This is an optimization exercise on Yosys and OpenROAD, whose aim is small area and a short achievable clock period, not a production implementation. No functional check of the RTL was part of any run shown here. No activity file was given, so power comes from the tool's default toggle rates.

==> flow/flow/run.sh <==
#!/bin/bash
set -euo pipefail
export BUFFER_PORTS_ARGS="-buffer_cell sky130_fd_sc_hd__buf_2"
python3 flow/mknet.py hks > netlist.v 2> mknet.log
bash standard.sh VERILOG_FILES="$PWD/netlist.v" ADDER_MAP_FILE= finish > standard_make.log 2>&1
==> flow/flow/mknet.py <==
#!/usr/bin/env python3
"""Writes the movavg design as a netlist: the registers, their clears and the carry-save
rows as sky130 cells, the carry-propagate adder as plain logic for synthesis to map.

    dout = din + t1 + t2 + t3, with t1, t2, t3 the last three samples.
    (s1, c1) = full adders on t1, t2, t3          (register outputs only)
    x1 = s1 ^ c1, y1 = s1 & c1                     (half adders, still off the din path)
    s2 = din ^ x1, c2 = y1 | (din & x1)            (adds din to the carry-save pair)
    g = s2 & c2, p = s2 ^ c2, then a prefix adder.
usage: mknet.py PREFIX_KIND > netlist.v     (PREFIX_KIND: sk, sp4, sp8, ks, bk)"""
import sys

N = 64
P = "sky130_fd_sc_hd__"
kind = sys.argv[1] if len(sys.argv) > 1 else "sp8"
out = []
wires = []
assigns = []
ncell = [0]


def cell(typ, **pins):
    ncell[0] += 1
    conn = ", ".join(f".{k}({v})" for k, v in pins.items())
    out.append(f"  {P}{typ} hm_{ncell[0]} ({conn});")


def wire(name):
    wires.append(name)
    return name


# registers and their synchronous clears
for i in range(N):
    for r, src in (("t1", f"din[{i}]"), ("t2", f"t1[{i}]"), ("t3", f"t2[{i}]")):
        d = wire(f"d_{r}_{i}")
        cell("nor2b_1", A="reset", B_N=src, Y=d)
        out.append(f"  {P}dfxtp_1 \\{r}[{i}]$_SDFF_PP0_  (.CLK(clk), .D({d}), .Q({r}[{i}]));")

# carry-save rows and generate/propagate
g = ["1'b0"] * N
p = [None] * N
for i in range(N):
    s1 = wire(f"s1_{i}")
    if i < N - 1:
        k1 = wire(f"k1_{i}")
        cell("fa_1", A=f"t1[{i}]", B=f"t2[{i}]", CIN=f"t3[{i}]", SUM=s1, COUT=k1)
    else:
        k1 = wire(f"k1_{i}")
        cell("fa_1", A=f"t1[{i}]", B=f"t2[{i}]", CIN=f"t3[{i}]", SUM=s1, COUT=k1)
    if i == 0:
        x1, y1 = s1, None
    else:
        x1, y1 = wire(f"x1_{i}"), wire(f"y1_{i}")
        cell("ha_1", A=s1, B=f"k1_{i-1}", SUM=x1, COUT=y1)
    s2n = wire(f"s2n_{i}")
    cell("xnor2_1", A=f"din[{i}]", B=x1, Y=s2n)
    if i < N - 1:
        c2n = wire(f"c2n_{i+1}")
        if y1 is None:
            cell("nand2_1", A=f"din[{i}]", B=x1, Y=c2n)
        else:
            cell("a21oi_1", A1=f"din[{i}]", A2=x1, B1=y1, Y=c2n)
    if i == 0:
        p[0] = wire("p_0")
        cell("inv_1", A=s2n, Y=p[0])
    else:
        g[i], p[i] = wire(f"g_{i}"), wire(f"p_{i}")
        cell("nor2_1", A=s2n, B=f"c2n_{i}", Y=g[i])
        cell("xor2_1", A=s2n, B=f"c2n_{i}", X=p[i])

# hand-mapped Sklansky prefix (kind "hsk"): alternating AOI/OAI levels, inverters only where
# a node's polarity does not match its partner's.
inv_cache = {}


def inv(net):
    if net not in inv_cache:
        n = wire(f"iv_{len(inv_cache)}")
        cell("inv_1", A=net, Y=n)
        inv_cache[net] = n
    return inv_cache[net]


def as_pol(sig, pol):
    net, sp = sig
    return net if sp == pol else inv(net)


def combine(nh, nl, tag):
    """(G, P, lo) of group hi combined with the adjacent lower group."""
    Gh, Ph, loh = nh
    Gl, Pl, lol = nl
    lo = lol
    if Gl is None:          # the lower group holds bit 0 only, which never generates
        return [Gh, None, lo]
    needp = lo > 1          # groups that reach bit 1 are complete (bit 0 never generates)
    ins = [Gh, Ph, Gl] + ([Pl] if needp else [])
    ntrue = sum(1 for s in ins if s[1])
    pol_in = ntrue * 2 >= len(ins)
    gh, ph, gl = as_pol(Gh, pol_in), as_pol(Ph, pol_in), as_pol(Gl, pol_in)
    go = wire(f"G{tag}")
    if pol_in:
        cell("a21oi_1", A1=ph, A2=gl, B1=gh, Y=go)
    else:
        cell("o21ai_1", A1=ph, A2=gl, B1=gh, Y=go)
    po = None
    if needp:
        pl = as_pol(Pl, pol_in)
        pn = wire(f"P{tag}")
        cell("nand2_1" if pol_in else "nor2_1", A=ph, B=pl, Y=pn)
        po = (pn, not pol_in)
    return [(go, not pol_in), po, lo]


if kind in ("hsk", "hhc", "hks"):
    node = [[(g[i], True) if i else None, (p[i], True), i] for i in range(N)]
    if kind == "hsk":
        d = 1
        while d < N:
            new = list(node)
            for i in range(N):
                if (i // d) % 2 == 1:
                    j = (i // d) * d - 1
                    new[i] = combine(node[i], node[j], f"{d}_{i}")
            node = new
            d *= 2
    elif kind == "hks":
        d = 1
        while d < N:
            new = list(node)
            for i in range(d, N):
                if node[i][2] > 1:
                    new[i] = combine(node[i], node[i - d], f"{d}_{i}")
            node = new
            d *= 2
    else:
        # Han-Carlson: odd nodes pair up, Kogge-Stone among odd nodes, then even nodes
        new = list(node)
        for i in range(1, N, 2):
            new[i] = combine(node[i], node[i - 1], f"a_{i}")
        node = new
        d = 2
        while d < N:
            new = list(node)
            for i in range(1, N, 2):
                if i - d >= 0 and node[i][2] > 1:
                    new[i] = combine(node[i], node[i - d], f"{d}_{i}")
            node = new
            d *= 2
        new = list(node)
        for i in range(2, N, 2):
            new[i] = combine(node[i], node[i - 1], f"e_{i}")
        node = new
    for i in range(N):
        if i <= 1:
            assigns.append(f"  assign dout[{i}] = {p[i]};")
            continue
        C = node[i - 1][0]
        assert node[i - 1][2] <= 1, (i, node[i - 1][2])
        if C[1]:
            cell("xor2_1", A=p[i], B=C[0], X=f"dout[{i}]")
        else:
            cell("xnor2_1", A=p[i], B=C[0], Y=f"dout[{i}]")
    kind = "done"

# prefix network (plain logic)
nw = [0]


def w(expr):
    nw[0] += 1
    nm = wire(f"pf_{nw[0]}")
    assigns.append(f"  assign {nm} = {expr};")
    return nm


def comb(Gh, Ph, Gl, Pl, needp=True):
    G = w(f"{Gh} | ({Ph} & {Gl})")
    Pn = w(f"{Ph} & {Pl}") if needp else None
    return G, Pn


G, Pp = list(g), list(p)
if kind == "done":
    pass
elif kind in ("sk", "ks", "bk"):
    if kind == "ks":
        d = 1
        while d < N:
            nG, nP = list(G), list(Pp)
            for i in range(d, N):
                nG[i], nP[i] = comb(G[i], Pp[i], G[i - d], Pp[i - d])
            G, Pp = nG, nP
            d *= 2
    elif kind == "sk":
        d = 1
        while d < N:
            nG, nP = list(G), list(Pp)
            for i in range(N):
                if (i // d) % 2 == 1:
                    j = (i // d) * d - 1
                    nG[i], nP[i] = comb(G[i], Pp[i], G[j], Pp[j])
            G, Pp = nG, nP
            d *= 2
    else:
        d = 1
        while d < N:
            for i in range(2 * d - 1, N, 2 * d):
                G[i], Pp[i] = comb(G[i], Pp[i], G[i - d], Pp[i - d])
            d *= 2
        d = N // 4
        while d >= 1:
            for i in range(3 * d - 1, N, 2 * d):
                G[i], _ = comb(G[i], Pp[i], G[i - d], Pp[i - d], False)
            d //= 2
else:
    k = int(kind[2:])
    ng = N // k
    LG, LP = list(g), list(p)
    for gi in range(ng):
        base = gi * k
        d = 1
        while d < k:
            nLG, nLP = list(LG), list(LP)
            for i in range(base, base + k):
                if ((i - base) // d) % 2 == 1:
                    j = base + ((i - base) // d) * d - 1
                    nLG[i], nLP[i] = comb(LG[i], LP[i], LG[j], LP[j])
            LG, LP = nLG, nLP
            d *= 2
    GG = [LG[gi * k + k - 1] for gi in range(ng)]
    GP = [LP[gi * k + k - 1] for gi in range(ng)]
    d = 1
    while d < ng:
        nG, nP = list(GG), list(GP)
        for i in range(ng):
            if (i // d) % 2 == 1:
                j = (i // d) * d - 1
                nG[i], nP[i] = comb(GG[i], GP[i], GG[j], GP[j])
        GG, GP = nG, nP
        d *= 2
    for i in range(N):
        gi = i // k
        G[i] = LG[i] if gi == 0 else w(f"{LG[i]} | ({LP[i]} & {GG[gi - 1]})")

for i in range(N if kind != "done" else 0):
    if i == 0:
        assigns.append(f"  assign dout[0] = {p[0]};")
    else:
        assigns.append(f"  assign dout[{i}] = {p[i]} ^ {G[i - 1]};")

print("// Generated by mknet.py " + kind)
print("module movavg(clk, reset, din, dout);")
print("  input clk;\n  input reset;\n  input [63:0] din;\n  output [63:0] dout;")
print("  wire [63:0] t1, t2, t3;")
for x in wires:
    print(f"  wire {x};")
print("\n".join(out))
print("\n".join(assigns))
print("endmodule")
==> flow/standard.sh <==
#!/bin/bash
# synth_recipe.tcl (not shown) runs the flow's synth.tcl, then flattens the netlist and writes it again
# the make line also repeats each setting of config.mk as NAME=value (left out here)
make -C /OpenROAD-flow-scripts/flow DESIGN_CONFIG=/design/flow/config.mk WORK_HOME=/design/flow/orfs CLKGATE_MAP_FILE= SYNTH_SCRIPT=/design/flow/synth_recipe.tcl "${@:-finish}"
==> flow/config.mk <==
export PLATFORM = sky130hd
export DESIGN_NAME = movavg
export DESIGN_NICKNAME = movavg
export VERILOG_FILES = /design/flow/design.v
export SDC_FILE = /design/flow/constraint.sdc
export NUM_CORES = 4
export LEC_CHECK = 0
export CAP_MARGIN = 20
export CORE_MARGIN = 2
export CORE_UTILIZATION = 65
export CTS_BUF_LIST = sky130_fd_sc_hd__clkbuf_4 sky130_fd_sc_hd__clkbuf_8
export PLACE_DENSITY = 0.75
export SETUP_SLACK_MARGIN = 1.5
export SLEW_MARGIN = 20
==> flow/constraint.sdc <==
create_clock -name core_clock -period 7.5 [get_ports {clk}]
set_input_delay 1.5000 -clock core_clock [delete_from_list [all_inputs] [get_ports {clk}]]
set_output_delay 1.5000 -clock core_clock [all_outputs]
set_load 0.01 [all_outputs]
==> flow/design.v <==
module movavg(
    input logic clk,
    input logic reset,
    input logic [63:0] din,
    output logic [63:0] dout
);
   logic [63:0] t1, t2, t3;
   logic [63:0] s1, c1, x1, y1, s2, c2;
   logic ao_w1;
   logic ao_w2;
   logic ao_w3;
   logic ao_w4;
   logic ao_w5;
   logic ao_w6;
   logic ao_w7;
   logic ao_w8;
   logic ao_w9;
   logic ao_w10;
   logic ao_w11;
   logic ao_w12;
   logic ao_w13;
   logic ao_w14;
   logic ao_w15;
   logic ao_w16;
   logic ao_w17;
   logic ao_w18;
   logic ao_w19;
   logic ao_w20;
   logic ao_w21;
   logic ao_w22;
   logic ao_w23;
   logic ao_w24;
   logic ao_w25;
   logic ao_w26;
   logic ao_w27;
   logic ao_w28;
   logic ao_w29;
   logic ao_w30;
   logic ao_w31;
   logic ao_w32;
   logic ao_w33;
   logic ao_w34;
   logic ao_w35;
   logic ao_w36;
   logic ao_w37;
   logic ao_w38;
   logic ao_w39;
   logic ao_w40;
   logic ao_w41;
   logic ao_w42;
   logic ao_w43;
   logic ao_w44;
   logic ao_w45;
   logic ao_w46;
   logic ao_w47;
   logic ao_w48;
   logic ao_w49;
   logic ao_w50;
   logic ao_w51;
   logic ao_w52;
   logic ao_w53;
   logic ao_w54;
   logic ao_w55;
   logic ao_w56;
   logic ao_w57;
   logic ao_w58;
   logic ao_w59;
   logic ao_w60;
   logic ao_w61;
   logic ao_w62;
   logic ao_w63;
   logic ao_w64;
   logic ao_w65;
   logic ao_w66;
   logic ao_w67;
   logic ao_w68;
   logic ao_w69;
   logic ao_w70;
   logic ao_w71;
   logic ao_w72;
   logic ao_w73;
   logic ao_w74;
   logic ao_w75;
   logic ao_w76;
   logic ao_w77;
   logic ao_w78;
   logic ao_w79;
   logic ao_w80;
   logic ao_w81;
   logic ao_w82;
   logic ao_w83;
   logic ao_w84;
   logic ao_w85;
   logic ao_w86;
   logic ao_w87;
   logic ao_w88;
   logic ao_w89;
   logic ao_w90;
   logic ao_w91;
   logic ao_w92;
   logic ao_w93;
   logic ao_w94;
   logic ao_w95;
   logic ao_w96;
   logic ao_w97;
   logic ao_w98;
   logic ao_w99;
   logic ao_w100;
   logic ao_w101;
   logic ao_w102;
   logic ao_w103;
   logic ao_w104;
   logic ao_w105;
   logic ao_w106;
   logic ao_w107;
   logic ao_w108;
   logic ao_w109;
   logic ao_w110;
   logic ao_w111;
   logic ao_w112;
   logic ao_w113;
   logic ao_w114;
   logic ao_w115;
   logic ao_w116;
   logic ao_w117;
   logic ao_w118;
   logic ao_w119;
   logic ao_w120;
   logic ao_w121;
   logic ao_w122;
   logic ao_w123;
   logic ao_w124;
   logic ao_w125;
   logic ao_w126;
   logic ao_w127;
   logic ao_w128;
   logic ao_w129;
   logic ao_w130;
   logic ao_w131;
   logic ao_w132;
   logic ao_w133;
   logic ao_w134;
   logic ao_w135;
   logic ao_w136;
   logic ao_w137;
   logic ao_w138;
   logic ao_w139;
   logic ao_w140;
   logic ao_w141;
   logic ao_w142;
   logic ao_w143;
   logic ao_w144;
   logic ao_w145;
   logic ao_w146;
   logic ao_w147;
   logic ao_w148;
   logic ao_w149;
   logic ao_w150;
   logic ao_w151;
   logic ao_w152;
   logic ao_w153;
   logic ao_w154;
   logic ao_w155;
   logic ao_w156;
   logic ao_w157;
   logic ao_w158;
   logic ao_w159;
   logic ao_w160;
   logic ao_w161;
   logic ao_w162;
   logic ao_w163;
   logic ao_w164;
   logic ao_w165;
   logic ao_w166;
   logic ao_w167;
   logic ao_w168;
   logic ao_w169;
   logic ao_w170;
   logic ao_w171;
   logic ao_w172;
   logic ao_w173;
   logic ao_w174;
   logic ao_w175;
   logic ao_w176;
   logic ao_w177;
   logic ao_w178;
   logic ao_w179;
   logic ao_w180;
   logic ao_w181;
   logic ao_w182;
   logic ao_w183;
   logic ao_w184;
   logic ao_w185;
   logic ao_w186;
   logic ao_w187;
   logic ao_w188;
   logic ao_w189;
   logic ao_w190;
   logic ao_w191;
   logic ao_w192;
   logic ao_w193;
   logic ao_w194;
   logic ao_w195;
   logic ao_w196;
   logic ao_w197;
   logic ao_w198;
   logic ao_w199;
   logic ao_w200;
   logic ao_w201;
   logic ao_w202;
   logic ao_w203;
   logic ao_w204;
   logic ao_w205;
   logic ao_w206;
   logic ao_w207;
   logic ao_w208;
   logic ao_w209;
   logic ao_w210;
   logic ao_w211;
   logic ao_w212;
   logic ao_w213;
   logic ao_w214;
   logic ao_w215;
   logic ao_w216;
   logic ao_w217;
   logic ao_w218;
   logic ao_w219;
   logic ao_w220;
   logic ao_w221;
   logic ao_w222;
   logic ao_w223;
   logic ao_w224;
   logic ao_w225;
   logic ao_w226;
   logic ao_w227;
   logic ao_w228;
   logic ao_w229;
   logic ao_w230;
   logic ao_w231;
   logic ao_w232;
   logic ao_w233;
   logic ao_w234;
   logic ao_w235;
   logic ao_w236;
   logic ao_w237;
   logic ao_w238;
   logic ao_w239;
   logic ao_w240;
   logic ao_w241;
   logic ao_w242;
   logic ao_w243;
   logic ao_w244;
   logic ao_w245;
   logic ao_w246;
   logic ao_w247;
   logic ao_w248;
   logic ao_w249;
   logic ao_w250;
   logic ao_w251;
   logic ao_w252;
   logic ao_w253;
   logic ao_w254;
   logic ao_w255;
   logic ao_w256;
   logic ao_w257;
   logic ao_w258;
   logic ao_w259;
   logic ao_w260;
   logic ao_w261;
   logic ao_w262;
   logic ao_w263;
   logic ao_w264;
   logic ao_w265;
   logic ao_w266;
   logic ao_w267;
   logic ao_w268;
   logic ao_w269;
   logic ao_w270;
   logic ao_w271;
   logic ao_w272;
   logic ao_w273;
   logic ao_w274;
   logic ao_w275;
   logic ao_w276;
   logic ao_w277;
   logic ao_w278;
   logic ao_w279;
   logic ao_w280;
   logic ao_w281;
   logic ao_w282;
   logic ao_w283;
   logic ao_w284;
   logic ao_w285;
   logic ao_w286;
   logic ao_w287;
   logic ao_w288;
   logic ao_w289;
   logic ao_w290;
   logic ao_w291;
   logic ao_w292;
   logic ao_w293;
   logic ao_w294;
   logic ao_w295;
   logic ao_w296;
   logic ao_w297;
   logic ao_w298;
   logic ao_w299;
   logic ao_w300;
   logic ao_w301;
   logic ao_w302;
   logic ao_w303;
   logic ao_w304;
   logic ao_w305;
   logic ao_w306;
   logic ao_w307;
   logic ao_w308;
   logic ao_w309;
   logic ao_w310;
   logic ao_w311;
   logic ao_w312;
   logic ao_w313;
   logic ao_w314;
   logic ao_w315;
   logic ao_w316;
   logic ao_w317;
   logic ao_w318;
   logic ao_w319;
   logic ao_w320;
   logic ao_w321;
   logic ao_w322;
   logic ao_w323;
   logic ao_w324;
   logic ao_w325;
   logic ao_w326;
   logic ao_w327;
   logic ao_w328;
   logic ao_w329;
   logic ao_w330;
   logic ao_w331;
   logic ao_w332;
   logic ao_w333;
   logic ao_w334;
   logic ao_w335;
   logic ao_w336;
   logic ao_w337;
   logic ao_w338;
   logic ao_w339;
   logic ao_w340;
   logic ao_w341;
   logic ao_w342;
   logic ao_w343;
   logic ao_w344;
   logic ao_w345;
   logic ao_w346;
   logic ao_w347;
   logic ao_w348;
   logic ao_w349;
   logic ao_w350;
   logic ao_w351;
   logic ao_w352;
   logic ao_w353;
   logic ao_w354;
   logic ao_w355;
   logic ao_w356;
   logic ao_w357;
   logic ao_w358;
   logic ao_w359;
   logic ao_w360;
   logic ao_w361;
   logic ao_w362;
   logic ao_w363;
   logic ao_w364;
   logic ao_w365;
   logic ao_w366;
   logic ao_w367;
   logic ao_w368;
   logic ao_w369;
   logic ao_w370;
   logic ao_w371;
   logic ao_w372;
   logic ao_w373;
   logic ao_w374;
   logic ao_w375;
   logic ao_w376;
   logic ao_w377;
   logic ao_w378;
   logic ao_w379;
   logic ao_w380;
   logic ao_w381;
   logic ao_w382;
   logic ao_w383;
   logic ao_w384;
   logic ao_w385;
   logic ao_w386;
   logic ao_w387;
   logic ao_w388;
   logic ao_w389;
   logic ao_w390;
   logic ao_w391;
   logic ao_w392;
   logic ao_w393;
   logic ao_w394;
   logic ao_w395;
   logic ao_w396;
   logic ao_w397;
   logic ao_w398;
   logic ao_w399;
   logic ao_w400;
   logic ao_w401;
   logic ao_w402;
   logic ao_w403;
   logic ao_w404;
   logic ao_w405;
   logic ao_w406;
   logic ao_w407;
   logic ao_w408;
   logic ao_w409;
   logic ao_w410;
   logic ao_w411;
   logic ao_w412;
   logic ao_w413;
   logic ao_w414;
   logic ao_w415;
   logic ao_w416;
   logic ao_w417;
   logic ao_w418;
   logic ao_w419;
   logic ao_w420;
   logic ao_w421;
   logic ao_w422;
   logic ao_w423;
   logic ao_w424;
   logic ao_w425;
   logic ao_w426;
   logic ao_w427;
   logic ao_w428;
   logic ao_w429;
   logic ao_w430;
   logic ao_w431;
   logic ao_w432;
   logic ao_w433;
   logic ao_w434;
   logic ao_w435;
   logic ao_w436;
   logic ao_w437;
   logic ao_w438;
   logic ao_w439;
   logic ao_w440;
   logic ao_w441;
   logic ao_w442;
   logic ao_w443;
   logic ao_w444;
   logic ao_w445;
   logic ao_w446;
   logic ao_w447;
   logic ao_w448;
   logic ao_w449;
   logic ao_w450;
   logic ao_w451;
   logic ao_w452;
   logic ao_w453;
   logic ao_w454;
   logic ao_w455;
   logic ao_w456;
   logic ao_w457;
   logic ao_w458;
   logic ao_w459;
   logic ao_w460;
   logic ao_w461;
   logic ao_w462;
   logic ao_w463;
   assign s1 = t1 ^ t2 ^ t3;
   assign c1 = {(t1[62:0] & t2[62:0]) | (t3[62:0] & (t1[62:0] | t2[62:0])), 1'b0};
   assign x1 = s1 ^ c1;
   assign s2 = din ^ x1;
   assign c2 = {x1[62:0] & din[62:0] | ~x1[62:0] & s1[62:0], 1'b0};
   assign ao_w1 = s2[0] & c2[0];
   assign ao_w2 = s2[1] & c2[1];
   assign ao_w3 = s2[2] & c2[2];
   assign ao_w4 = s2[3] & c2[3];
   assign ao_w5 = s2[4] & c2[4];
   assign ao_w6 = s2[5] & c2[5];
   assign ao_w7 = s2[6] & c2[6];
   assign ao_w8 = s2[7] & c2[7];
   assign ao_w9 = s2[8] & c2[8];
   assign ao_w10 = s2[9] & c2[9];
   assign ao_w11 = s2[10] & c2[10];
   assign ao_w12 = s2[11] & c2[11];
   assign ao_w13 = s2[12] & c2[12];
   assign ao_w14 = s2[13] & c2[13];
   assign ao_w15 = s2[14] & c2[14];
   assign ao_w16 = s2[15] & c2[15];
   assign ao_w17 = s2[16] & c2[16];
   assign ao_w18 = s2[17] & c2[17];
   assign ao_w19 = s2[18] & c2[18];
   assign ao_w20 = s2[19] & c2[19];
   assign ao_w21 = s2[20] & c2[20];
   assign ao_w22 = s2[21] & c2[21];
   assign ao_w23 = s2[22] & c2[22];
   assign ao_w24 = s2[23] & c2[23];
   assign ao_w25 = s2[24] & c2[24];
   assign ao_w26 = s2[25] & c2[25];
   assign ao_w27 = s2[26] & c2[26];
   assign ao_w28 = s2[27] & c2[27];
   assign ao_w29 = s2[28] & c2[28];
   assign ao_w30 = s2[29] & c2[29];
   assign ao_w31 = s2[30] & c2[30];
   assign ao_w32 = s2[31] & c2[31];
   assign ao_w33 = s2[32] & c2[32];
   assign ao_w34 = s2[33] & c2[33];
   assign ao_w35 = s2[34] & c2[34];
   assign ao_w36 = s2[35] & c2[35];
   assign ao_w37 = s2[36] & c2[36];
   assign ao_w38 = s2[37] & c2[37];
   assign ao_w39 = s2[38] & c2[38];
   assign ao_w40 = s2[39] & c2[39];
   assign ao_w41 = s2[40] & c2[40];
   assign ao_w42 = s2[41] & c2[41];
   assign ao_w43 = s2[42] & c2[42];
   assign ao_w44 = s2[43] & c2[43];
   assign ao_w45 = s2[44] & c2[44];
   assign ao_w46 = s2[45] & c2[45];
   assign ao_w47 = s2[46] & c2[46];
   assign ao_w48 = s2[47] & c2[47];
   assign ao_w49 = s2[48] & c2[48];
   assign ao_w50 = s2[49] & c2[49];
   assign ao_w51 = s2[50] & c2[50];
   assign ao_w52 = s2[51] & c2[51];
   assign ao_w53 = s2[52] & c2[52];
   assign ao_w54 = s2[53] & c2[53];
   assign ao_w55 = s2[54] & c2[54];
   assign ao_w56 = s2[55] & c2[55];
   assign ao_w57 = s2[56] & c2[56];
   assign ao_w58 = s2[57] & c2[57];
   assign ao_w59 = s2[58] & c2[58];
   assign ao_w60 = s2[59] & c2[59];
   assign ao_w61 = s2[60] & c2[60];
   assign ao_w62 = s2[61] & c2[61];
   assign ao_w63 = s2[62] & c2[62];
   assign ao_w64 = s2[63] & c2[63];
   assign ao_w65 = s2[0] ^ c2[0];
   assign ao_w66 = s2[1] ^ c2[1];
   assign ao_w67 = s2[2] ^ c2[2];
   assign ao_w68 = s2[3] ^ c2[3];
   assign ao_w69 = s2[4] ^ c2[4];
   assign ao_w70 = s2[5] ^ c2[5];
   assign ao_w71 = s2[6] ^ c2[6];
   assign ao_w72 = s2[7] ^ c2[7];
   assign ao_w73 = s2[8] ^ c2[8];
   assign ao_w74 = s2[9] ^ c2[9];
   assign ao_w75 = s2[10] ^ c2[10];
   assign ao_w76 = s2[11] ^ c2[11];
   assign ao_w77 = s2[12] ^ c2[12];
   assign ao_w78 = s2[13] ^ c2[13];
   assign ao_w79 = s2[14] ^ c2[14];
   assign ao_w80 = s2[15] ^ c2[15];
   assign ao_w81 = s2[16] ^ c2[16];
   assign ao_w82 = s2[17] ^ c2[17];
   assign ao_w83 = s2[18] ^ c2[18];
   assign ao_w84 = s2[19] ^ c2[19];
   assign ao_w85 = s2[20] ^ c2[20];
   assign ao_w86 = s2[21] ^ c2[21];
   assign ao_w87 = s2[22] ^ c2[22];
   assign ao_w88 = s2[23] ^ c2[23];
   assign ao_w89 = s2[24] ^ c2[24];
   assign ao_w90 = s2[25] ^ c2[25];
   assign ao_w91 = s2[26] ^ c2[26];
   assign ao_w92 = s2[27] ^ c2[27];
   assign ao_w93 = s2[28] ^ c2[28];
   assign ao_w94 = s2[29] ^ c2[29];
   assign ao_w95 = s2[30] ^ c2[30];
   assign ao_w96 = s2[31] ^ c2[31];
   assign ao_w97 = s2[32] ^ c2[32];
   assign ao_w98 = s2[33] ^ c2[33];
   assign ao_w99 = s2[34] ^ c2[34];
   assign ao_w100 = s2[35] ^ c2[35];
   assign ao_w101 = s2[36] ^ c2[36];
   assign ao_w102 = s2[37] ^ c2[37];
   assign ao_w103 = s2[38] ^ c2[38];
   assign ao_w104 = s2[39] ^ c2[39];
   assign ao_w105 = s2[40] ^ c2[40];
   assign ao_w106 = s2[41] ^ c2[41];
   assign ao_w107 = s2[42] ^ c2[42];
   assign ao_w108 = s2[43] ^ c2[43];
   assign ao_w109 = s2[44] ^ c2[44];
   assign ao_w110 = s2[45] ^ c2[45];
   assign ao_w111 = s2[46] ^ c2[46];
   assign ao_w112 = s2[47] ^ c2[47];
   assign ao_w113 = s2[48] ^ c2[48];
   assign ao_w114 = s2[49] ^ c2[49];
   assign ao_w115 = s2[50] ^ c2[50];
   assign ao_w116 = s2[51] ^ c2[51];
   assign ao_w117 = s2[52] ^ c2[52];
   assign ao_w118 = s2[53] ^ c2[53];
   assign ao_w119 = s2[54] ^ c2[54];
   assign ao_w120 = s2[55] ^ c2[55];
   assign ao_w121 = s2[56] ^ c2[56];
   assign ao_w122 = s2[57] ^ c2[57];
   assign ao_w123 = s2[58] ^ c2[58];
   assign ao_w124 = s2[59] ^ c2[59];
   assign ao_w125 = s2[60] ^ c2[60];
   assign ao_w126 = s2[61] ^ c2[61];
   assign ao_w127 = s2[62] ^ c2[62];
   assign ao_w128 = s2[63] ^ c2[63];
   assign ao_w129 = ao_w2 | (ao_w66 & ao_w1);
   assign ao_w130 = ao_w66 & ao_w65;
   assign ao_w131 = ao_w4 | (ao_w68 & ao_w3);
   assign ao_w132 = ao_w68 & ao_w67;
   assign ao_w133 = ao_w6 | (ao_w70 & ao_w5);
   assign ao_w134 = ao_w70 & ao_w69;
   assign ao_w135 = ao_w8 | (ao_w72 & ao_w7);
   assign ao_w136 = ao_w72 & ao_w71;
   assign ao_w137 = ao_w3 | (ao_w67 & ao_w129);
   assign ao_w138 = ao_w67 & ao_w130;
   assign ao_w139 = ao_w131 | (ao_w132 & ao_w129);
   assign ao_w140 = ao_w132 & ao_w130;
   assign ao_w141 = ao_w7 | (ao_w71 & ao_w133);
   assign ao_w142 = ao_w71 & ao_w134;
   assign ao_w143 = ao_w135 | (ao_w136 & ao_w133);
   assign ao_w144 = ao_w136 & ao_w134;
   assign ao_w145 = ao_w5 | (ao_w69 & ao_w139);
   assign ao_w146 = ao_w69 & ao_w140;
   assign ao_w147 = ao_w133 | (ao_w134 & ao_w139);
   assign ao_w148 = ao_w134 & ao_w140;
   assign ao_w149 = ao_w141 | (ao_w142 & ao_w139);
   assign ao_w150 = ao_w142 & ao_w140;
   assign ao_w151 = ao_w143 | (ao_w144 & ao_w139);
   assign ao_w152 = ao_w144 & ao_w140;
   assign ao_w153 = ao_w10 | (ao_w74 & ao_w9);
   assign ao_w154 = ao_w74 & ao_w73;
   assign ao_w155 = ao_w12 | (ao_w76 & ao_w11);
   assign ao_w156 = ao_w76 & ao_w75;
   assign ao_w157 = ao_w14 | (ao_w78 & ao_w13);
   assign ao_w158 = ao_w78 & ao_w77;
   assign ao_w159 = ao_w16 | (ao_w80 & ao_w15);
   assign ao_w160 = ao_w80 & ao_w79;
   assign ao_w161 = ao_w11 | (ao_w75 & ao_w153);
   assign ao_w162 = ao_w75 & ao_w154;
   assign ao_w163 = ao_w155 | (ao_w156 & ao_w153);
   assign ao_w164 = ao_w156 & ao_w154;
   assign ao_w165 = ao_w15 | (ao_w79 & ao_w157);
   assign ao_w166 = ao_w79 & ao_w158;
   assign ao_w167 = ao_w159 | (ao_w160 & ao_w157);
   assign ao_w168 = ao_w160 & ao_w158;
   assign ao_w169 = ao_w13 | (ao_w77 & ao_w163);
   assign ao_w170 = ao_w77 & ao_w164;
   assign ao_w171 = ao_w157 | (ao_w158 & ao_w163);
   assign ao_w172 = ao_w158 & ao_w164;
   assign ao_w173 = ao_w165 | (ao_w166 & ao_w163);
   assign ao_w174 = ao_w166 & ao_w164;
   assign ao_w175 = ao_w167 | (ao_w168 & ao_w163);
   assign ao_w176 = ao_w168 & ao_w164;
   assign ao_w177 = ao_w18 | (ao_w82 & ao_w17);
   assign ao_w178 = ao_w82 & ao_w81;
   assign ao_w179 = ao_w20 | (ao_w84 & ao_w19);
   assign ao_w180 = ao_w84 & ao_w83;
   assign ao_w181 = ao_w22 | (ao_w86 & ao_w21);
   assign ao_w182 = ao_w86 & ao_w85;
   assign ao_w183 = ao_w24 | (ao_w88 & ao_w23);
   assign ao_w184 = ao_w88 & ao_w87;
   assign ao_w185 = ao_w19 | (ao_w83 & ao_w177);
   assign ao_w186 = ao_w83 & ao_w178;
   assign ao_w187 = ao_w179 | (ao_w180 & ao_w177);
   assign ao_w188 = ao_w180 & ao_w178;
   assign ao_w189 = ao_w23 | (ao_w87 & ao_w181);
   assign ao_w190 = ao_w87 & ao_w182;
   assign ao_w191 = ao_w183 | (ao_w184 & ao_w181);
   assign ao_w192 = ao_w184 & ao_w182;
   assign ao_w193 = ao_w21 | (ao_w85 & ao_w187);
   assign ao_w194 = ao_w85 & ao_w188;
   assign ao_w195 = ao_w181 | (ao_w182 & ao_w187);
   assign ao_w196 = ao_w182 & ao_w188;
   assign ao_w197 = ao_w189 | (ao_w190 & ao_w187);
   assign ao_w198 = ao_w190 & ao_w188;
   assign ao_w199 = ao_w191 | (ao_w192 & ao_w187);
   assign ao_w200 = ao_w192 & ao_w188;
   assign ao_w201 = ao_w26 | (ao_w90 & ao_w25);
   assign ao_w202 = ao_w90 & ao_w89;
   assign ao_w203 = ao_w28 | (ao_w92 & ao_w27);
   assign ao_w204 = ao_w92 & ao_w91;
   assign ao_w205 = ao_w30 | (ao_w94 & ao_w29);
   assign ao_w206 = ao_w94 & ao_w93;
   assign ao_w207 = ao_w32 | (ao_w96 & ao_w31);
   assign ao_w208 = ao_w96 & ao_w95;
   assign ao_w209 = ao_w27 | (ao_w91 & ao_w201);
   assign ao_w210 = ao_w91 & ao_w202;
   assign ao_w211 = ao_w203 | (ao_w204 & ao_w201);
   assign ao_w212 = ao_w204 & ao_w202;
   assign ao_w213 = ao_w31 | (ao_w95 & ao_w205);
   assign ao_w214 = ao_w95 & ao_w206;
   assign ao_w215 = ao_w207 | (ao_w208 & ao_w205);
   assign ao_w216 = ao_w208 & ao_w206;
   assign ao_w217 = ao_w29 | (ao_w93 & ao_w211);
   assign ao_w218 = ao_w93 & ao_w212;
   assign ao_w219 = ao_w205 | (ao_w206 & ao_w211);
   assign ao_w220 = ao_w206 & ao_w212;
   assign ao_w221 = ao_w213 | (ao_w214 & ao_w211);
   assign ao_w222 = ao_w214 & ao_w212;
   assign ao_w223 = ao_w215 | (ao_w216 & ao_w211);
   assign ao_w224 = ao_w216 & ao_w212;
   assign ao_w225 = ao_w34 | (ao_w98 & ao_w33);
   assign ao_w226 = ao_w98 & ao_w97;
   assign ao_w227 = ao_w36 | (ao_w100 & ao_w35);
   assign ao_w228 = ao_w100 & ao_w99;
   assign ao_w229 = ao_w38 | (ao_w102 & ao_w37);
   assign ao_w230 = ao_w102 & ao_w101;
   assign ao_w231 = ao_w40 | (ao_w104 & ao_w39);
   assign ao_w232 = ao_w104 & ao_w103;
   assign ao_w233 = ao_w35 | (ao_w99 & ao_w225);
   assign ao_w234 = ao_w99 & ao_w226;
   assign ao_w235 = ao_w227 | (ao_w228 & ao_w225);
   assign ao_w236 = ao_w228 & ao_w226;
   assign ao_w237 = ao_w39 | (ao_w103 & ao_w229);
   assign ao_w238 = ao_w103 & ao_w230;
   assign ao_w239 = ao_w231 | (ao_w232 & ao_w229);
   assign ao_w240 = ao_w232 & ao_w230;
   assign ao_w241 = ao_w37 | (ao_w101 & ao_w235);
   assign ao_w242 = ao_w101 & ao_w236;
   assign ao_w243 = ao_w229 | (ao_w230 & ao_w235);
   assign ao_w244 = ao_w230 & ao_w236;
   assign ao_w245 = ao_w237 | (ao_w238 & ao_w235);
   assign ao_w246 = ao_w238 & ao_w236;
   assign ao_w247 = ao_w239 | (ao_w240 & ao_w235);
   assign ao_w248 = ao_w240 & ao_w236;
   assign ao_w249 = ao_w42 | (ao_w106 & ao_w41);
   assign ao_w250 = ao_w106 & ao_w105;
   assign ao_w251 = ao_w44 | (ao_w108 & ao_w43);
   assign ao_w252 = ao_w108 & ao_w107;
   assign ao_w253 = ao_w46 | (ao_w110 & ao_w45);
   assign ao_w254 = ao_w110 & ao_w109;
   assign ao_w255 = ao_w48 | (ao_w112 & ao_w47);
   assign ao_w256 = ao_w112 & ao_w111;
   assign ao_w257 = ao_w43 | (ao_w107 & ao_w249);
   assign ao_w258 = ao_w107 & ao_w250;
   assign ao_w259 = ao_w251 | (ao_w252 & ao_w249);
   assign ao_w260 = ao_w252 & ao_w250;
   assign ao_w261 = ao_w47 | (ao_w111 & ao_w253);
   assign ao_w262 = ao_w111 & ao_w254;
   assign ao_w263 = ao_w255 | (ao_w256 & ao_w253);
   assign ao_w264 = ao_w256 & ao_w254;
   assign ao_w265 = ao_w45 | (ao_w109 & ao_w259);
   assign ao_w266 = ao_w109 & ao_w260;
   assign ao_w267 = ao_w253 | (ao_w254 & ao_w259);
   assign ao_w268 = ao_w254 & ao_w260;
   assign ao_w269 = ao_w261 | (ao_w262 & ao_w259);
   assign ao_w270 = ao_w262 & ao_w260;
   assign ao_w271 = ao_w263 | (ao_w264 & ao_w259);
   assign ao_w272 = ao_w264 & ao_w260;
   assign ao_w273 = ao_w50 | (ao_w114 & ao_w49);
   assign ao_w274 = ao_w114 & ao_w113;
   assign ao_w275 = ao_w52 | (ao_w116 & ao_w51);
   assign ao_w276 = ao_w116 & ao_w115;
   assign ao_w277 = ao_w54 | (ao_w118 & ao_w53);
   assign ao_w278 = ao_w118 & ao_w117;
   assign ao_w279 = ao_w56 | (ao_w120 & ao_w55);
   assign ao_w280 = ao_w120 & ao_w119;
   assign ao_w281 = ao_w51 | (ao_w115 & ao_w273);
   assign ao_w282 = ao_w115 & ao_w274;
   assign ao_w283 = ao_w275 | (ao_w276 & ao_w273);
   assign ao_w284 = ao_w276 & ao_w274;
   assign ao_w285 = ao_w55 | (ao_w119 & ao_w277);
   assign ao_w286 = ao_w119 & ao_w278;
   assign ao_w287 = ao_w279 | (ao_w280 & ao_w277);
   assign ao_w288 = ao_w280 & ao_w278;
   assign ao_w289 = ao_w53 | (ao_w117 & ao_w283);
   assign ao_w290 = ao_w117 & ao_w284;
   assign ao_w291 = ao_w277 | (ao_w278 & ao_w283);
   assign ao_w292 = ao_w278 & ao_w284;
   assign ao_w293 = ao_w285 | (ao_w286 & ao_w283);
   assign ao_w294 = ao_w286 & ao_w284;
   assign ao_w295 = ao_w287 | (ao_w288 & ao_w283);
   assign ao_w296 = ao_w288 & ao_w284;
   assign ao_w297 = ao_w58 | (ao_w122 & ao_w57);
   assign ao_w298 = ao_w122 & ao_w121;
   assign ao_w299 = ao_w60 | (ao_w124 & ao_w59);
   assign ao_w300 = ao_w124 & ao_w123;
   assign ao_w301 = ao_w62 | (ao_w126 & ao_w61);
   assign ao_w302 = ao_w126 & ao_w125;
   assign ao_w303 = ao_w64 | (ao_w128 & ao_w63);
   assign ao_w304 = ao_w128 & ao_w127;
   assign ao_w305 = ao_w59 | (ao_w123 & ao_w297);
   assign ao_w306 = ao_w123 & ao_w298;
   assign ao_w307 = ao_w299 | (ao_w300 & ao_w297);
   assign ao_w308 = ao_w300 & ao_w298;
   assign ao_w309 = ao_w63 | (ao_w127 & ao_w301);
   assign ao_w310 = ao_w127 & ao_w302;
   assign ao_w311 = ao_w303 | (ao_w304 & ao_w301);
   assign ao_w312 = ao_w304 & ao_w302;
   assign ao_w313 = ao_w61 | (ao_w125 & ao_w307);
   assign ao_w314 = ao_w125 & ao_w308;
   assign ao_w315 = ao_w301 | (ao_w302 & ao_w307);
   assign ao_w316 = ao_w302 & ao_w308;
   assign ao_w317 = ao_w309 | (ao_w310 & ao_w307);
   assign ao_w318 = ao_w310 & ao_w308;
   assign ao_w319 = ao_w311 | (ao_w312 & ao_w307);
   assign ao_w320 = ao_w312 & ao_w308;
   assign ao_w321 = ao_w175 | (ao_w176 & ao_w151);
   assign ao_w322 = ao_w176 & ao_w152;
   assign ao_w323 = ao_w223 | (ao_w224 & ao_w199);
   assign ao_w324 = ao_w224 & ao_w200;
   assign ao_w325 = ao_w271 | (ao_w272 & ao_w247);
   assign ao_w326 = ao_w272 & ao_w248;
   assign ao_w327 = ao_w319 | (ao_w320 & ao_w295);
   assign ao_w328 = ao_w320 & ao_w296;
   assign ao_w329 = ao_w199 | (ao_w200 & ao_w321);
   assign ao_w330 = ao_w200 & ao_w322;
   assign ao_w331 = ao_w323 | (ao_w324 & ao_w321);
   assign ao_w332 = ao_w324 & ao_w322;
   assign ao_w333 = ao_w295 | (ao_w296 & ao_w325);
   assign ao_w334 = ao_w296 & ao_w326;
   assign ao_w335 = ao_w327 | (ao_w328 & ao_w325);
   assign ao_w336 = ao_w328 & ao_w326;
   assign ao_w337 = ao_w247 | (ao_w248 & ao_w331);
   assign ao_w338 = ao_w248 & ao_w332;
   assign ao_w339 = ao_w325 | (ao_w326 & ao_w331);
   assign ao_w340 = ao_w326 & ao_w332;
   assign ao_w341 = ao_w333 | (ao_w334 & ao_w331);
   assign ao_w342 = ao_w334 & ao_w332;
   assign ao_w343 = ao_w335 | (ao_w336 & ao_w331);
   assign ao_w344 = ao_w336 & ao_w332;
   assign ao_w345 = ao_w9 | (ao_w73 & ao_w151);
   assign ao_w346 = ao_w153 | (ao_w154 & ao_w151);
   assign ao_w347 = ao_w161 | (ao_w162 & ao_w151);
   assign ao_w348 = ao_w163 | (ao_w164 & ao_w151);
   assign ao_w349 = ao_w169 | (ao_w170 & ao_w151);
   assign ao_w350 = ao_w171 | (ao_w172 & ao_w151);
   assign ao_w351 = ao_w173 | (ao_w174 & ao_w151);
   assign ao_w352 = ao_w175 | (ao_w176 & ao_w151);
   assign ao_w353 = ao_w17 | (ao_w81 & ao_w321);
   assign ao_w354 = ao_w177 | (ao_w178 & ao_w321);
   assign ao_w355 = ao_w185 | (ao_w186 & ao_w321);
   assign ao_w356 = ao_w187 | (ao_w188 & ao_w321);
   assign ao_w357 = ao_w193 | (ao_w194 & ao_w321);
   assign ao_w358 = ao_w195 | (ao_w196 & ao_w321);
   assign ao_w359 = ao_w197 | (ao_w198 & ao_w321);
   assign ao_w360 = ao_w199 | (ao_w200 & ao_w321);
   assign ao_w361 = ao_w25 | (ao_w89 & ao_w329);
   assign ao_w362 = ao_w201 | (ao_w202 & ao_w329);
   assign ao_w363 = ao_w209 | (ao_w210 & ao_w329);
   assign ao_w364 = ao_w211 | (ao_w212 & ao_w329);
   assign ao_w365 = ao_w217 | (ao_w218 & ao_w329);
   assign ao_w366 = ao_w219 | (ao_w220 & ao_w329);
   assign ao_w367 = ao_w221 | (ao_w222 & ao_w329);
   assign ao_w368 = ao_w223 | (ao_w224 & ao_w329);
   assign ao_w369 = ao_w33 | (ao_w97 & ao_w331);
   assign ao_w370 = ao_w225 | (ao_w226 & ao_w331);
   assign ao_w371 = ao_w233 | (ao_w234 & ao_w331);
   assign ao_w372 = ao_w235 | (ao_w236 & ao_w331);
   assign ao_w373 = ao_w241 | (ao_w242 & ao_w331);
   assign ao_w374 = ao_w243 | (ao_w244 & ao_w331);
   assign ao_w375 = ao_w245 | (ao_w246 & ao_w331);
   assign ao_w376 = ao_w247 | (ao_w248 & ao_w331);
   assign ao_w377 = ao_w41 | (ao_w105 & ao_w337);
   assign ao_w378 = ao_w249 | (ao_w250 & ao_w337);
   assign ao_w379 = ao_w257 | (ao_w258 & ao_w337);
   assign ao_w380 = ao_w259 | (ao_w260 & ao_w337);
   assign ao_w381 = ao_w265 | (ao_w266 & ao_w337);
   assign ao_w382 = ao_w267 | (ao_w268 & ao_w337);
   assign ao_w383 = ao_w269 | (ao_w270 & ao_w337);
   assign ao_w384 = ao_w271 | (ao_w272 & ao_w337);
   assign ao_w385 = ao_w49 | (ao_w113 & ao_w339);
   assign ao_w386 = ao_w273 | (ao_w274 & ao_w339);
   assign ao_w387 = ao_w281 | (ao_w282 & ao_w339);
   assign ao_w388 = ao_w283 | (ao_w284 & ao_w339);
   assign ao_w389 = ao_w289 | (ao_w290 & ao_w339);
   assign ao_w390 = ao_w291 | (ao_w292 & ao_w339);
   assign ao_w391 = ao_w293 | (ao_w294 & ao_w339);
   assign ao_w392 = ao_w295 | (ao_w296 & ao_w339);
   assign ao_w393 = ao_w57 | (ao_w121 & ao_w341);
   assign ao_w394 = ao_w297 | (ao_w298 & ao_w341);
   assign ao_w395 = ao_w305 | (ao_w306 & ao_w341);
   assign ao_w396 = ao_w307 | (ao_w308 & ao_w341);
   assign ao_w397 = ao_w313 | (ao_w314 & ao_w341);
   assign ao_w398 = ao_w315 | (ao_w316 & ao_w341);
   assign ao_w399 = ao_w317 | (ao_w318 & ao_w341);
   assign ao_w400 = ao_w319 | (ao_w320 & ao_w341);
   assign ao_w401 = ao_w66 ^ ao_w1;
   assign ao_w402 = ao_w67 ^ ao_w129;
   assign ao_w403 = ao_w68 ^ ao_w137;
   assign ao_w404 = ao_w69 ^ ao_w139;
   assign ao_w405 = ao_w70 ^ ao_w145;
   assign ao_w406 = ao_w71 ^ ao_w147;
   assign ao_w407 = ao_w72 ^ ao_w149;
   assign ao_w408 = ao_w73 ^ ao_w151;
   assign ao_w409 = ao_w74 ^ ao_w345;
   assign ao_w410 = ao_w75 ^ ao_w346;
   assign ao_w411 = ao_w76 ^ ao_w347;
   assign ao_w412 = ao_w77 ^ ao_w348;
   assign ao_w413 = ao_w78 ^ ao_w349;
   assign ao_w414 = ao_w79 ^ ao_w350;
   assign ao_w415 = ao_w80 ^ ao_w351;
   assign ao_w416 = ao_w81 ^ ao_w352;
   assign ao_w417 = ao_w82 ^ ao_w353;
   assign ao_w418 = ao_w83 ^ ao_w354;
   assign ao_w419 = ao_w84 ^ ao_w355;
   assign ao_w420 = ao_w85 ^ ao_w356;
   assign ao_w421 = ao_w86 ^ ao_w357;
   assign ao_w422 = ao_w87 ^ ao_w358;
   assign ao_w423 = ao_w88 ^ ao_w359;
   assign ao_w424 = ao_w89 ^ ao_w360;
   assign ao_w425 = ao_w90 ^ ao_w361;
   assign ao_w426 = ao_w91 ^ ao_w362;
   assign ao_w427 = ao_w92 ^ ao_w363;
   assign ao_w428 = ao_w93 ^ ao_w364;
   assign ao_w429 = ao_w94 ^ ao_w365;
   assign ao_w430 = ao_w95 ^ ao_w366;
   assign ao_w431 = ao_w96 ^ ao_w367;
   assign ao_w432 = ao_w97 ^ ao_w368;
   assign ao_w433 = ao_w98 ^ ao_w369;
   assign ao_w434 = ao_w99 ^ ao_w370;
   assign ao_w435 = ao_w100 ^ ao_w371;
   assign ao_w436 = ao_w101 ^ ao_w372;
   assign ao_w437 = ao_w102 ^ ao_w373;
   assign ao_w438 = ao_w103 ^ ao_w374;
   assign ao_w439 = ao_w104 ^ ao_w375;
   assign ao_w440 = ao_w105 ^ ao_w376;
   assign ao_w441 = ao_w106 ^ ao_w377;
   assign ao_w442 = ao_w107 ^ ao_w378;
   assign ao_w443 = ao_w108 ^ ao_w379;
   assign ao_w444 = ao_w109 ^ ao_w380;
   assign ao_w445 = ao_w110 ^ ao_w381;
   assign ao_w446 = ao_w111 ^ ao_w382;
   assign ao_w447 = ao_w112 ^ ao_w383;
   assign ao_w448 = ao_w113 ^ ao_w384;
   assign ao_w449 = ao_w114 ^ ao_w385;
   assign ao_w450 = ao_w115 ^ ao_w386;
   assign ao_w451 = ao_w116 ^ ao_w387;
   assign ao_w452 = ao_w117 ^ ao_w388;
   assign ao_w453 = ao_w118 ^ ao_w389;
   assign ao_w454 = ao_w119 ^ ao_w390;
   assign ao_w455 = ao_w120 ^ ao_w391;
   assign ao_w456 = ao_w121 ^ ao_w392;
   assign ao_w457 = ao_w122 ^ ao_w393;
   assign ao_w458 = ao_w123 ^ ao_w394;
   assign ao_w459 = ao_w124 ^ ao_w395;
   assign ao_w460 = ao_w125 ^ ao_w396;
   assign ao_w461 = ao_w126 ^ ao_w397;
   assign ao_w462 = ao_w127 ^ ao_w398;
   assign ao_w463 = ao_w128 ^ ao_w399;
   assign dout = {ao_w463, ao_w462, ao_w461, ao_w460, ao_w459, ao_w458, ao_w457, ao_w456, ao_w455, ao_w454, ao_w453, ao_w452, ao_w451, ao_w450, ao_w449, ao_w448, ao_w447, ao_w446, ao_w445, ao_w444, ao_w443, ao_w442, ao_w441, ao_w440, ao_w439, ao_w438, ao_w437, ao_w436, ao_w435, ao_w434, ao_w433, ao_w432, ao_w431, ao_w430, ao_w429, ao_w428, ao_w427, ao_w426, ao_w425, ao_w424, ao_w423, ao_w422, ao_w421, ao_w420, ao_w419, ao_w418, ao_w417, ao_w416, ao_w415, ao_w414, ao_w413, ao_w412, ao_w411, ao_w410, ao_w409, ao_w408, ao_w407, ao_w406, ao_w405, ao_w404, ao_w403, ao_w402, ao_w401, ao_w65};
   always_ff @(posedge clk) begin
      if (reset) begin
         t1 <= 64'h0;
         t2 <= 64'h0;
         t3 <= 64'h0;
      end else begin
         t1 <= din;
         t2 <= t1;
         t3 <= t2;
      end
   end
endmodule
==> reports/qor.csv, run 1 <==
stage,metric,value,unit
job,MaxCap Viol Count,0,
timing,final worst slack,1630,ps
synthesis,Mapped Nets,1594,
clocking,CTS Hold Bufs,0,
worst_setup_path,crit-path cells,fa_1 -> ha_1 -> xnor2_1 -> nor2_1 -> a21oi_1 -> inv_1 -> a21oi_1 -> o21ai_1 -> a21oi_1 -> o21ai_1 -> xor2_1 -> buf_2,
clocking,cts bufs inserted,17,
finish,share of cells above drive strength 1,0.103,
global_route,vias in the first global route,10842,
die,Boundary Pins,130,
clocking,depth of the CTS H-tree,4,
global_route,GR met1 Demand/Resource,0.442,
worst_setup_path,critical path endpoint category,primary output,
global_route,GRT Total Usage,0.354,
placed_design,placed cell area,12800,sq um
placed_design,DPL Wire Length,27.4,mm
synthesis,area of the mapped netlist,11900,sq um
worst_setup_path,Slowest cell on crit path,a21oi_1,
timing,Final Hold Fails,0,
timing,max frequency,170,MHz
synthesis,register area share after synthesis,0.324,
routing,DR WL/cell,19.3,um
die,Die H,139,um
global_route,initial antenna violation count,0,
finish,most frequent cells in the layout,"227 x a21oi_1, 192 x nor2b_1, 192 x dfxtp_1, 166 x nor2_1, 145 x nand2_1",
finish,number of antenna diodes,0,
placed_design,dpl ws,1850,ps
clocking,Root Driver,clkbuf_8,
finish,fin nets,1741,
routing,drt first pass iters,6,
finish,fill count,1385,
hold_path,worst hold path type,reg2reg,
routing,via count,10449,
clocking,CTS Sinks,192,
timing,Final Slew Violations,0,
worst_setup_path,crit-path leading delay family,compound AO/OA/AOI/OAI gates,
die,Starting Density,0.661,
finish,final core occ,0.736,
die,Die Area,19400,sq um
clocking,Worst-Skew Late Latency,480,ps
routing,Final ANT Viol Nets,0,
placed_design,Routability Congestion,1.00,
global_route,largest net degree at the start of global routing,99,
synthesis,Mapped Avg Cell Area,8.47,sq um
routing,Vias/cell,5.84,
timing,RSZ-0062 raised after global routing,false,
die,Placement Rows,49,
placed_design,I/O Buffers,129,
synthesis,post-synthesis register bit count,192,
timing,Final Skew,14.7,ps
routing,Routed WL,34.5,mm
finish,"commonest non-fill, non-tap cell in the layout",a21oi_1,
die,Die W,139,um
synthesis,Yosys Warn Count,0,
timing,Worst Tran Pin Value,959,ps
worst_setup_path,CP Class,reg2out,
finish,final instance area,13200,sq um
worst_setup_path,Crit Path Max Fanout,5,
global_route,GR met2 Demand/Resource,0.615,
timing,Slew headroom,0.361,
worst_setup_path,critical path's most frequent cell,a21oi_1,
clocking,clock transition at the registers of the reported paths,110,ps
routing,Initial DRC Count,711,
clocking,CTS tree,done,
worst_setup_path,Arrival @ worst endpoint,4370,ps
global_route,first-pass GRT wire length,54.0,mm
timing,fin crit share,0.783,
timing,post-layout min period,5870,ps
power,Pleak,5.43,nW
worst_setup_path,largest stage delay on the critical path,590,ps
routing,DRC,0,
clocking,Post-CTS Setup Repair Bufs,0,
synthesis,Yosys cell types,12,
global_route,met3 usage,0.0611,
worst_setup_path,Startpoint Class,flip-flop,
global_route,GR peak layer,met2,
worst_setup_path,CP bufs+invs,2,
clocking,Max clock buf depth,2,
die,core box area,18000,sq um
power,overall power,3.30,mW
clocking,PostCTS Resize Cnt,0,
timing,total negative slack,0,ps
outcome,status,"complete, no violations",
power,PwrDens,250,nW/um^2
global_route,total congestion overflow,0,
power,Max rail drop VDD,0.000193,V
worst_setup_path,Worst Path Required,6000,ps
timing,Final setup viols,0,
finish,area delta synth->final,11.3,%
synthesis,cell count after synthesis,1401,
synth_stat cells, drive strengths merged:
cell   number  share of area
a21oi     227          0.096
dfxtp     192           0.32
nor2b     192           0.10
nor2      166          0.052
nand2     145          0.046
o21ai     144          0.061
xor2      104          0.077
xnor2      85          0.063
fa         64           0.11
ha         63          0.066
inv        17         0.0054
buf         2         0.0013
worst paths after layout:
kind | start | endpoint | slack, ps | cells after the start
max reg2reg | t1[23] | t2[23] | 6830 | 1
min | t1[57] | t2[57] | 490 | 1
min reg2reg | t1[57] | t2[57] | 490 | 1
max | t2[1] | dout[63] | 1630 | 12
sequential cells by signal, summed over array words and instances, names as in the netlist:
register and flops:
t1 64, t2 64, t3 64
stage by stage:
| step | instances | hold slack (ps) |
|---|---|---|
| after floorplan | 1401 | 465 |
| final | 1789 | 489 |
| after global placement | 1758 | 472 |
| after CTS | 1789 | 489 |
| after global routing | 1789 | 497 |
| after detailed placement | 1758 | 481 |
report_power, final:
part / switching [mW] / internal [mW] / total [mW]
clock: 0.405 / 0.317 / 0.722
combinational: 0.981 / 0.504 / 1.48
sequential: 0.0317 / 1.06 / 1.09
routing by layer:
layer  share of wire  vias up  wire (um)
li1                -     4982          -
met1            0.41     4930      14200
met2            0.49      452      16900
met4           0.037        0       1260
met5               0        -          0
met3           0.063       85       2180
logic make-up after synthesis:
family,share of synthesized area
AO/OA/AOI/OAI,0.156
flip-flops,0.324
AND/OR/NAND/NOR,0.199
XOR/XNOR,0.139
buffers and inverters,0.00664
adder cells (fa/ha/maj),0.174
area by class of cell:
class / count / area [sq um] / area share
multi-input combinational: 1190 / 7950 / 0.602
sequential: 192 / 3840 / 0.291
timing repair buffer: 130 / 659 / 0.0499
tap: 229 / 287 / 0.0217
clock buffer: 18 / 248 / 0.0187
clock inverter: 13 / 164 / 0.0124
inverter: 17 / 63.8 / 0.00483
==> run 2, diff against run 1 <==
==> flow/flow/run.sh (replaced) <==
#!/bin/bash
set -euo pipefail
export BUFFER_PORTS_ARGS="-buffer_cell sky130_fd_sc_hd__buf_2"
python3 flow/mknet.py hhc > netlist.v 2> mknet.log
bash standard.sh VERILOG_FILES="$PWD/netlist.v" ADDER_MAP_FILE= finish > standard_make.log 2>&1
--- a/flow/flow/mknet.py
+++ b/flow/flow/mknet.py
@@ -15,2 +15,3 @@
 kind = sys.argv[1] if len(sys.argv) > 1 else "sp8"
+rtl = "--rtl" in sys.argv
 out = []
@@ -21,3 +22,7 @@
 
+cells = []
+
+
 def cell(typ, **pins):
+    cells.append((typ, pins))
     ncell[0] += 1
@@ -252,10 +257,74 @@
 
-print("// Generated by mknet.py " + kind)
-print("module movavg(clk, reset, din, dout);")
-print("  input clk;\n  input reset;\n  input [63:0] din;\n  output [63:0] dout;")
-print("  wire [63:0] t1, t2, t3;")
-for x in wires:
-    print(f"  wire {x};")
-print("\n".join(out))
-print("\n".join(assigns))
-print("endmodule")
+FUNCS = {
+    "nor2b_1": ("Y", "~{A} & {B_N}"),
+    "xnor2_1": ("Y", "~({A} ^ {B})"),
+    "xor2_1": ("X", "{A} ^ {B}"),
+    "a21oi_1": ("Y", "~(({A1} & {A2}) | {B1})"),
+    "o21ai_1": ("Y", "~(({A1} | {A2}) & {B1})"),
+    "nand2_1": ("Y", "~({A} & {B})"),
+    "nor2_1": ("Y", "~({A} | {B})"),
+    "inv_1": ("Y", "~{A}"),
+}
+if not rtl:
+    print("// Generated by mknet.py " + kind)
+    print("module movavg(clk, reset, din, dout);")
+    print("  input clk;\n  input reset;\n  input [63:0] din;\n  output [63:0] dout;")
+    print("  wire [63:0] t1, t2, t3;")
+    for x in wires:
+        print(f"  wire {x};")
+    print("\n".join(out))
+    print("\n".join(assigns))
+    print("endmodule")
+else:
+    body = []
+    for typ, pins in cells:
+        if typ == "dfxtp_1":
+            continue
+        if typ == "nor2b_1" and pins["Y"].startswith("d_t"):
+            continue
+        if typ == "fa_1":
+            a, b, c = pins["A"], pins["B"], pins["CIN"]
+            body.append(f"   assign {pins['SUM']} = {a} ^ {b} ^ {c};")
+            body.append(f"   assign {pins['COUT']} = ({a} & {b}) | ({a} & {c}) | ({b} & {c});")
+        elif typ == "ha_1":
+            body.append(f"   assign {pins['SUM']} = {pins['A']} ^ {pins['B']};")
+            body.append(f"   assign {pins['COUT']} = {pins['A']} & {pins['B']};")
+        else:
+            o, f = FUNCS[typ]
+            body.append(f"   assign {pins[o]} = " + f.format(**pins) + ";")
+    body += ["  " + a for a in assigns]
+    print(f"""// Generated by gen/mknet.py {kind} --rtl: the same circuit as the layout flow's netlist,
+// written as plain logic.
+//
+// dout = din + t1 + t2 + t3, where t1, t2, t3 are the last three samples:
+//   (s1, c1)  full adders on t1, t2, t3 (register outputs only, off the din path)
+//   x1, y1    = s1 ^ c1, s1 & c1 (half adders)
+//   s2n, c2n  = ~(din ^ x1), ~((din & x1) | y1): din added to the carry-save pair
+//   g, p      generate / propagate for a prefix adder, whose carries give dout.
+module movavg(
+    input logic clk,
+    input logic reset,
+    input logic [63:0] din,
+    output logic [63:0] dout
+);
+
+   logic [63:0] t1, t2, t3;""")
+    for x in wires:
+        if not x.startswith("d_t"):
+            print(f"   logic {x};")
+    print()
+    print("\n".join(body))
+    print("""
+   always_ff @(posedge clk) begin
+      if (reset) begin
+         t1 <= 64'h0;
+         t2 <= 64'h0;
+         t3 <= 64'h0;
+      end else begin
+         t1 <= din;
+         t2 <= t1;
+         t3 <= t2;
+      end
+   end
+
+endmodule""")
--- a/flow/config.mk
+++ b/flow/config.mk
@@ -9,6 +9,6 @@
 export CORE_MARGIN = 2
-export CORE_UTILIZATION = 65
+export CORE_UTILIZATION = 60
 export CTS_BUF_LIST = sky130_fd_sc_hd__clkbuf_4 sky130_fd_sc_hd__clkbuf_8
-export PLACE_DENSITY = 0.75
-export SETUP_SLACK_MARGIN = 1.5
+export PLACE_DENSITY = 0.72
+export SETUP_SLACK_MARGIN = 2.0
 export SLEW_MARGIN = 20
==> reports/qor.csv, run 2 <==
stage,metric,value,unit,change
outcome,status,"complete, no violations",,
placed_design,dpl ws,1820,ps,-24.3 ps
synthesis,Mapped Nets,1346,,-16%
worst_setup_path,CP Class,reg2out,,
synthesis,"EDFF count, synth",0,,unchanged
timing,Final Slew Violations,0,,unchanged
power,Pleak,5.28,nW,-2.8%
die,core box area,17800,sq um,-1.0%
power,Max rail drop VDD,0.000186,V,-3.8%
synthesis,post-synthesis compound-gate area fraction,0.115,,-0.0418
timing,RSZ-0062 raised after global routing,true,,
worst_setup_path,Worst Path Required,6000,ps,about the same
finish,fill count,1500,,+8.3%
synthesis,Yosys cell types,12,,unchanged
synthesis,area of the mapped netlist,10800,sq um,-9.1%
finish,largest registers,"t1: 64 flops, t2: 64 flops, t3: 64 flops",,
worst_setup_path,Critical path origin,t1[2],,
worst_setup_path,Startpoint Class,flip-flop,,
clocking,cts bufs inserted,17,,unchanged
clocking,CTS Hold Bufs,0,,unchanged
timing,Slew headroom,0.346,,-0.0144
routing,Vias/cell,5.24,,-10%
finish,share of cells above drive strength 1,0.162,,+0.0590
placed_design,I/O Buffers,129,,unchanged
synthesis,area share of the largest cell type after synthesis,0.356,,+0.0326
clocking,Root Driver,clkbuf_8,,
hold_path,Hold Crit Start,t2[50],,
timing,Final Skew,14.5,ps,-0.193 ps
synthesis,post-synthesis register bit count,192,,unchanged
synthesis,Mapped Avg Cell Area,9.36,sq um,+10%
timing,WHS,475,ps,-14.4 ps
timing,final worst slack,2140,ps,+513 ps
job,MaxCap Viol Count,0,,unchanged
timing,max frequency,187,MHz,+9.6%
timing,post-layout min period,5360,ps,-513 ps
routing,Final ANT Viol Nets,0,,unchanged
synthesis,cell count after synthesis,1153,,-18%
synthesis,post-synth top area cell,dfxtp_1,,
die,Die Area,19100,sq um,-1.5%
synthesis,most used flip-flop cell after synthesis,dfxtp_1,,
worst_setup_path,Crit Path Max Fanout,4,,-1
finish,most frequent cells in the layout,"192 x nor2b_1, 192 x dfxtp_1, 165 x a21oi_1, 128 x buf_2, 111 x nor2_1",,
finish,number of antenna diodes,0,,unchanged
synthesis,mux cell area share after synthesis,0,,unchanged
worst_setup_path,critical path endpoint category,primary output,,
worst_setup_path,Arrival @ worst endpoint,3860,ps,-510 ps
die,Starting Density,0.607,,-0.0542
clocking,Worst-Skew Late Latency,460,ps,-20 ps
synthesis,adder-cell share of the synthesized area,0.192,,+0.0176
synthesis,register area share after synthesis,0.356,,+0.0326
clocking,depth of the CTS H-tree,4,,unchanged
timing,Final setup viols,0,,unchanged
die,Placement Rows,49,,unchanged
routing,drt first pass iters,7,,+1
clocking,CTS tree,done,,
routing,DR WL/cell,14.5,um,-25%
synthesis,largest cells by area after synthesis,"dfxtp_1 36%, fa_1 12%, nor2b_1 11%, xnor2_1 8.5%, a21oi_1 8.1%",,
hold_path,worst hold path type,reg2reg,,
power,PwrDens,242,nW/um^2,-3.0%
synthesis,Yosys Warn Count,0,,unchanged
synthesis,Post-Synth Simple-Gate Area,0.176,,-0.0231
synthesis,Post-Synth XOR/XNOR Area,0.153,,+0.0140
clocking,clock transition at the registers of the reported paths,100,ps,about the same
clocking,CTS Sinks,192,,unchanged
global_route,largest net degree at the start of global routing,101,,+2.0%
global_route,first-pass GRT wire length,37.1,mm,-31%
worst_setup_path,Crit Reg-Reg Startpoint,t2[32],,
timing,Worst Tran Pin Value,981,ps,+21.6 ps
finish,fin nets,1514,,-13%
timing,fin crit share,0.715,,-0.0684
routing,DRC,0,,unchanged
placed_design,DPL Wire Length,17.5,mm,-36%
global_route,total congestion overflow,0,,unchanged
die,Boundary Pins,130,,unchanged
global_route,vias in the first global route,8079,,-25%
synthesis,largest family of logic cells by synthesized area,adder cells,,
timing,Final Hold Fails,0,,unchanged
placed_design,Routability Congestion,0.943,,-5.9%
global_route,initial antenna violation count,0,,unchanged
finish,area delta synth->final,15.1,%,
clocking,Max clock buf depth,2,,unchanged
global_route,GRT Total Usage,0.238,,-0.116
routing,Routed WL,22.6,mm,-35%
timing,total negative slack,0,ps,unchanged
synthesis,asr flop ratio synth,0,,unchanged
routing,via count,8182,,-22%
die,Die W,138,um,-0.77%
routing,Initial DRC Count,319,,-55%
synthesis,Post-synth top cells,"192 x dfxtp_1, 192 x nor2b_1, 175 x a21oi_1",,
die,Die H,138,um,-0.77%
==> run 2: final timing paths <==
| kind | to | slack [ps] | cells past startpoint |
|---|---|---|---|
| max | dout[55] | 2140 | 13 |
| min | t3[50] | 480 | 1 |
| max reg2reg | t3[32] | 6860 | 1 |
| min reg2reg | t3[50] | 480 | 1 |
==> run 2: cells by family after synthesis <==
logic type,after synthesis
AOI/OAI and AO/OA,247
xor gates and xnor gates,189
adders and majority gates,127
buffers and inverters,19
DFF,192
and+or+nand+nor,379
==> run 2: what timing repair did <==
action / in CTS / in global routing
setup buffers: 0 / 21
endpoints found under the setup margin: 12 / 32
pin swaps: 0 / 19
gates resized for setup: 9 / 30
==> run 2: final cells by class <==
| cell class | instances | area, sq um | share of cell area |
|---|---|---|---|
| clock buffers | 18 | 241 | 0.0195 |
| flip-flops and latches | 192 | 3840 | 0.310 |
| repair buffers | 151 | 817 | 0.0658 |
| well taps | 229 | 287 | 0.0231 |
| clock inverters | 12 | 133 | 0.0107 |
| inverters | 17 | 63.8 | 0.00514 |
| multi-input cells | 942 | 7030 | 0.566 |
==> run 2: report_power, final <==
group	internal (mW)	switching, mW	total [mW]	leakage [nW]
combinational	0.511	0.746	1.26	3.51
sequential	1.06	0.0280	1.09	1.58
clock	0.298	0.362	0.660	0.185
total	1.87	1.14	3.01	5.28
==> run 2: layer usage <==
layer  routed length (um)  vias to the layer above  track usage
met1                10700                     3835        0.323
met3                 1030                       29       0.0419
li1                     -                     4136            -
met5                    0                        -            0
met2                10400                      182        0.396
met4                  391                        0       0.0666
==> run 2: critical path, stage by stage, from the launching register on <==
cell	delay (ps)
dfxtp_1	340
fa_1	500
ha_1	340
a21oi_1	240
xor2_1	160
a21oi_2	270
o21ai_1	130
a21oi_2	300
inv_1	150
a21oi_2	350
o21ai_2	150
a21oi_1	200
xnor2_1	140
buf_2	150
==> run 2: stage by stage <==
stage	power (mW)	utilization	cell area, sq um	instances
2_1_floorplan	1.89	-	10800	1153
3_3_place_gp	2.27	0.659	11700	1510
3_5_place_dp	2.28	0.659	11700	1510
4_1_cts	2.96	0.682	12100	1540
5_1_grt	3.19	0.698	12400	1561
6_report	3.01	0.698	12400	1561

[re-timing with driven ports]
No port has a modelled driver above. Below, the same layouts with a new extraction and two added sets of constraints.
Step 1 assumes that a clkbuf_16 drives the clock port and a buf_2 every other input.
Step 2 moves the port delays by t, midway between the first and last clock arrival at a register: inputs arrive t later, outputs are due t later. That takes back most of the time a late clock gives input paths.
Slacks: no drivers / after step 1 / after step 2; pairs: no drivers / after step 1.
| run | t, ns | slack for setup (ns) | cell pins on the clock port's net |
|---|---|---|---|
| run 1 | 0.518 | 1.627 / 1.582 / 1.641 | 1 |
| run 2 | 0.500 | 2.140 / 2.097 / 2.128 | 1 |
After both steps setup and hold are still met in every run listed. For run 2, which loses most, drivers alone change the setup slack by -0.043 ns; drivers and shift together by -0.012 ns.
